This design comes from an exercise in tuning for small area on the open sky130 flow, not from production work. Function was checked by simulation only, so behaviour that the tests miss may differ from the original. Power is estimated from default activity; no workload was simulated.

==> flow/design.v, too long to show whole: its modules and the start of the top module <==
// module cpu: 1005 lines
module cpu(
    input clk,                           
    input RST,                           
    output [23:0] AB,                    
    output sync,                         
    input [7:0] DI,                      
    output reg [7:0] DO,                 
    output WE,                           
    input IRQ,                           
    input NMI,                           
    input RDY,                           
    input debug );
  // ...
==> flow/flow/run.sh <==
#!/bin/bash
# Own layout flow: the standard flow (standard.sh) with these changes in how
# the layout is made:
#  - synthesis maps the logic with an area-oriented ABC script (flow/abc_area.script)
#    instead of ORFS's; the registers are the standard synthesis's
#  - the repair_design after global placement may not use the large drive strengths
#    listed in flow/place_dont_use (later steps, CTS and timing repair, may)
#  - CTS clusters more sinks per buffer and inserts no dummy loads (flow/cts_args)
#  - the port buffers are the smallest buffer cell (flow/buffer_ports_args)
# Each tool's output is in the ORFS logs; make's own output is in standard_flow.log.
set -euo pipefail
W=$PWD
rm -rf "$W/own_scripts"
cp -r "$FLOW_HOME/scripts" "$W/own_scripts"
cp "$W/flow/abc_area.script" "$W/own_scripts/abc_area.script"
# placement repair_design: extra dont_use list
python3 - "$W/own_scripts/resize.tcl" "$W/flow/place_dont_use" <<'PY'
import sys
f, du = sys.argv[1], open(sys.argv[2]).read().split()
t = open(f).read()
old = "set_dont_use $::env(DONT_USE_CELLS)\n"
assert old in t
t = t.replace(old, old + "set_dont_use {%s}\n" % " ".join(du), 1)
open(f, "w").write(t)
PY
export SCRIPTS_DIR="$W/own_scripts"
export CTS_ARGS="$(cat "$W/flow/cts_args")"
export BUFFER_PORTS_ARGS="$(cat "$W/flow/buffer_ports_args")"
bash standard.sh > "$W/standard_flow.log" 2>&1
==> flow/flow/abc_area.script <==
strash
&get -n
&deepsyn -T 400
&put
strash
dch -f
amap
strash
dch -f
amap
strash
dch -f
amap
strash
dch -f
amap
strash
dch -f
amap
strash
dch -f
amap
topo
==> flow/flow/buffer_ports_args <==
-buffer_cell sky130_fd_sc_hd__buf_1
==> flow/flow/cts_args <==
-sink_clustering_enable -repair_clock_nets -dont_use_dummy_load -sink_clustering_size 25 -sink_clustering_max_diameter 80
==> flow/flow/place_dont_use <==
sky130_fd_sc_hd__*_4 sky130_fd_sc_hd__*_8 sky130_fd_sc_hd__*_12 sky130_fd_sc_hd__*_16 sky130_fd_sc_hd__buf_6
==> flow/standard.sh <==
#!/bin/bash
# synth_recipe.tcl (not shown) runs the flow's synth.tcl, then flattens the netlist and writes it again
# the make line also repeats each setting of config.mk as NAME=value (left out here)
make -C /OpenROAD-flow-scripts/flow DESIGN_CONFIG=/design/flow/config.mk WORK_HOME=/design/flow/orfs CLKGATE_MAP_FILE= SYNTH_SCRIPT=/design/flow/synth_recipe.tcl "${@:-finish}"
==> flow/config.mk <==
export PLATFORM = sky130hd
export DESIGN_NAME = cpu
export DESIGN_NICKNAME = cpu
export VERILOG_FILES = /design/flow/design.v
export SDC_FILE = /design/flow/constraint.sdc
export NUM_CORES = 4
export LEC_CHECK = 0
export ABC_AREA = 1
export CAP_MARGIN = 20
export CORE_MARGIN = 2
export CORE_UTILIZATION = 65
export GPL_TIMING_DRIVEN = 0
export SLEW_MARGIN = 20
==> flow/constraint.sdc <==
create_clock -name core_clock -period 14.0 [get_ports {clk}]
set_input_delay 2.8000 -clock core_clock [delete_from_list [all_inputs] [get_ports {clk}]]
set_output_delay 2.8000 -clock core_clock [all_outputs]
set_load 0.01 [all_outputs]
==> impl_metrics.json, run 1 <==
{
  "antenna_found_initial": 2,
  "cts-resized-gates": 7,
  "drive_above_1_share_pct": 7.07,
  "routed_wl_um": 83700,
  "cp_max_fo": 15,
  "cp_slowest_stage_delay_ns": 0.61,
  "synthXorXnorAreaFrac_pct": 0,
  "syn_to_final_growth_pct": 8.78,
  "place_inst": 2728,
  "min_from": "ABW_Q",
  "insertion_delay_ns": 0.64,
  "path_buf_inv": 11,
  "grt_pass1_wl_um": 124000,
  "status": "no timing/DRC/antenna violations",
  "layout.nets": 2315,
  "die_area_um2": 40800,
  "cp_data_arrival_time_ns": 10.66,
  "path_clk_slew_ns": 0.10,
  "grtUsageTotal_pct": 40.8,
  "place_area_um2": 26700,
  "hp-class": "register to register",
  "num-multi-input-gates": 1362,
  "ios": 48,
  "cts_hold_buf": 0,
  "p_comb_share_pct": 38.2,
  "rr_worst_depth": 52,
  "synthMuxAreaShare_pct": 0,
  "synth.avg_cell_area_um2": 12.1,
  "drt-met1-wl_um": 29100,
  "drv_cap": 0,
  "std_cell_rows": 72,
  "top_layer": "met5"
}
==> inputs of run 2 (changes only) <==
--- a/flow/design.v
+++ b/flow/design.v
@@ -1005,31 +1005,32 @@
             {alu_C, alu_out} = {alu_out, alu_si};
     else if( alu_op[7] )
         alu_out = DI;
 end
 reg [23:0] ab_hold;
 always @(posedge clk)
     if( ab_op[7] )
         ab_hold <= AB;
-wire [3:0] T_p1 = {1'b0, T} + 4'd1;
+wire [24:0] T_sum = radd(T, 24'h1, 1'b0);
+wire [3:0] T_p1 = T_sum[3:0];
 reg [23:0] base;
 always @* begin
     case( ab_op[4:3] )
        2'b00: base = {8'h00, 4'h0, T_p1, S_r};
        2'b01: base = PCT;
        2'b10: base = ABW_Q ? {DI, DR, D3} : {8'h00, DI, DR};      
        2'b11: base = ab_hold;
     endcase
 end
 wire abl_ci = ab_op[0];
 wire [7:0] abl_a = (ab_op[2:1] == 2'b11) ? XY : base[7:0];
 wire [7:0] abl_b = (ab_op[2:1] == 2'b01) ? XY :
                    ab_op[2]              ? DI : 8'h00;
-wire [8:0] abl_sum = abl_a + abl_b + abl_ci;
+wire [24:0] abl_sum = radd(abl_a, abl_b, abl_ci);
 wire [7:0] ABL = abl_sum[7:0];
 wire abh_ci = ab_op[9] & abl_sum[8];
 wire back = (ab_op[9:8] == 2'b11);
 wire abh_inc = (ab_op[9:8] == 2'b01) | (~back & abh_ci);
 wire abh_dec = back & ~abh_ci;
 wire [15:0] abh_all1 = pfx_and16(base[23:8]);
 wire [15:0] abh_all0 = pfx_and16(~base[23:8]);
 wire [15:0] abh_sum = base[23:8] ^ ((abh_all1 & {16{abh_inc}}) | (abh_all0 & {16{abh_dec}}));
==> flow/flow/cts_args (replaced) <==
-sink_clustering_enable -repair_clock_nets -dont_use_dummy_load -sink_clustering_size 25 -sink_clustering_max_diameter 100
==> impl_metrics.json, run 2 <==
{
  "utilization_pct": 72.0,
  "yosysMostFrequentCell": "edfxtp_1",
  "yosysSeqAreaShare_pct": 65.2,
  "final_cell_mix": "edfxtp_1, nor2_1, clkinv_1",
  "seq_power_share_pct": 46.8,
  "core_um2": 38600,
  "yosys_warnings": 1,
  "final.setup.tns_ns": 0,
  "largest_reg_flops": 192,
  "synth.area.top_cells": "edfxtp_1, nor2_1, a222oi_1, o22ai_1, clkinv_1",
  "die_area_um2": 40600,
  "timing.critical_path.mode_cell": "fa_1",
  "worst_slack_ns": 0.428,
  "leakage_nw": 8.94,
  "fin_crit_sh_pct": 96.9,
  "antenna_found_initial": 1,
  "syn_to_final_growth_pct": 9.35,
  "reg2reg_slack_ns": 1.71,
  "ant_nets": 0,
  "max_slew_margin_pct": 11.6,
  "path_class": "register to primary output",
  "slew_viol_final": 0,
  "avgRoutedWirePerCell_um": 30.9,
  "detailed_place_hpwl_um": 59600,
  "swShare_pct": 40.4,
  "path_clk_slew_ns": 0.11,
  "std_cell_rows": 72,
  "hold_violations": 0,
  "grt_start_max_net_pins": 42,
  "p_per_area_nw_per_um2": 214,
  "grt_pass1_vias": 19400,
  "routed_wl_um": 84600,
  "synth_ff_type": "edfxtp_1",
  "cts_sinks": 562,
  "async_reset_ff_share_pct": 0,
  "p_switching_w": 0.00239,
  "cp_slowest_stage_delay_ns": 0.48,
  "cp_data_arrival_time_ns": 10.77,
  "synthesis.nets": 2135,
  "post-place-ws_ns": -0.771,
  "peakVddDrop_mv": 0.164,
  "tritoncts": "yes",
  "vias_per_cell": 7.56,
  "via_count": 20700,
  "required_ns": 11.20,
  "netlist_area_um2": 25400,
  "synth.avg_cell_area_um2": 12.2,
  "cp_top_family": "adder cells",
  "crit_path_top_delay_cell": "fa_1",
  "cts_hold_buf": 0,
  "max_freq_ghz": 0.0737,
  "drive_above_1_share_pct": 8.51,
  "hp-class": "register to register",
  "instances_no_fill": 2741,
  "start_kind": "register",
  "endpoint_kind": "primary output",
  "grtUsageTotal_pct": 41.2,
  "synth_top_area_share_pct": 62.5,
  "tightest_slew_ns": 1.33,
  "grt-ovfl-total": 0,
  "place.gp.congestion": 1.03,
  "finClkSkew_ns": 0.0576,
  "start_util_pct": 65.8,
  "insertion_delay_ns": 0.59,
  "final_common_cell": "edfxtp_1",
  "die_width_um": 202,
  "status": "no timing/DRC/antenna violations",
  "drc": 0,
  "ctsHtreeMaxLevel": 1,
  "total_power_w": 0.00593,
  "cts_buffer_depth": 3,
  "p_clk_share_pct": 13.8,
  "synth_edf_count": 528,
  "synthTopCellsByCount": "edfxtp_1, nor2_1, clkinv_1",
  "syn_inst": 2073,
  "io_buffers": 43,
  "drv_cap": 0,
  "setup_viol": 0,
  "layout.nets": 2286,
  "p_int_w": 0.00354,
  "min_period_ns": 13.57,
  "regMostFlops": "th.pc",
  "cts_buffers": 27,
  "place_inst": 2693,
  "yosysTopAreaCell": "edfxtp_1",
  "synth_cell_types": 50,
  "ios": 48,
  "p_comb_share_pct": 39.4,
  "grt_pass1_wl_um": 124000,
  "path_buf_inv": 12,
  "drtPass1Iterations": 10,
  "die_h_um": 202,
  "drtIter0Drc": 4036,
  "ys_ff_latch": 562,
  "cp_max_fo": 13,
  "cts-root-buf": "clkbuf_16"
}
==> run 2: worst paths after layout <==
| kind | from | endpoint | cells past startpoint |
|---|---|---|---|
| min reg2reg | D3[4] | D3[4] | 2 |
| min | D3[4] | D3[4] | 2 |
| max reg2reg | T[0] | th[1].pc[22] | 53 |
| max | T[0] | AB[23] | 46 |
==> run 2: through the flow <==
| stage | area (µm²) | hold WS [ns] |
|---|---|---|
| 2_1_floorplan | 25400 | 0.450 |
| 4_1_cts | 27400 | 0.546 |
| 5_1_grt | 27700 | 0.573 |
| 3_5_place_dp | 26700 | 0.523 |
| 3_3_place_gp | 26200 | 0.522 |
| 6_report | 27800 | 0.546 |
==> run 2: timing repair <==
action / CTS / global route
resized for setup: 28 / 45
setup endpoints to repair: 13 / 9
pin swaps: 1 / 10
buffers inserted: 0 / 20
==> run 2: worst register-to-register path, delay by kind of cell (launching register included) <==
kind	cells	cell delay [ns]
and+or+nand+nor	19	3.15
adders and majority gates	9	3.45
buffers and inverters	16	2.29
DFF	1	0.43
AOI/OAI and AO/OA	9	2.63
==> run 2: metal layers <==
metal  GRT usage [%]  up-vias  wire [µm]
met2            62.0     1969      37500
met3            9.59      352      12700
met4            21.3        2       5340
li1                -     8583          -
met1            56.9     9824      29100
met5               0        -         14
==> run 2: final cells by class <==
| type | count | area, µm² |
|---|---|---|
| Sequential cell | 562 | 16500 |
| Fill cell | 2607 | 10800 |
| Multi-Input combinational cell | 1321 | 8490 |
| Inverter | 190 | 746 |
| Clock buffer | 27 | 676 |
| Tap cell | 518 | 648 |
| Timing Repair Buffer | 122 | 639 |
| Antenna cell | 1 | 2.50 |
==> run 2: cell families (layout without fill, tap and decap cells) <==
family | Yosys count | in the layout | synth area share (%)
AOI/OAI and AO/OA | 652 | 652 | 18.6
adders and majority gates | 48 | 48 | 3.02
buffers and inverters | 190 | 339 | 2.81
DFF | 562 | 562 | 65.2
other | 0 | 1 | 0
and+or+nand+nor | 621 | 621 | 10.4
==> run 2: power groups by stage <==
| stage | registers, W | logic (W) | clock network, W |
|---|---|---|---|
| after floorplan | 0.00270 | 0.00136 | 0 |
| after global placement | 0.00277 | 0.00207 | 0 |
| after detailed placement | 0.00279 | 0.00214 | 0 |
| after CTS | 0.00276 | 0.00217 | 0.000813 |
| after global routing | 0.00281 | 0.00245 | 0.000861 |
| final | 0.00277 | 0.00234 | 0.000820 |

## what the ideal ports hide
Ports are ideal in the flow. The routed layouts listed here were re-timed in OpenROAD. Step 1, drivers: a clkbuf_16 drives clk and a buf_2 each remaining input, both assumed. Step 2 also shifts input and output timing later by t, the mid clock arrival at the registers, as if the neighbouring blocks saw the same clock. Slacks: no drivers / after step 1 / after step 2; pairs: no drivers / after step 1.
run	t, ns	setup slack, ns	hold slack, ns	latest minus earliest clock arrival (ns)
run 1	0.638	0.535 / 0.480 / 1.118	0.519 / 0.519 / 0.519	0.118 / 0.118
run 2	0.621	0.428 / 0.370 / 0.990	0.546 / 0.546 / 0.546	0.061 / 0.061
After both steps setup and hold are still met in every run listed.
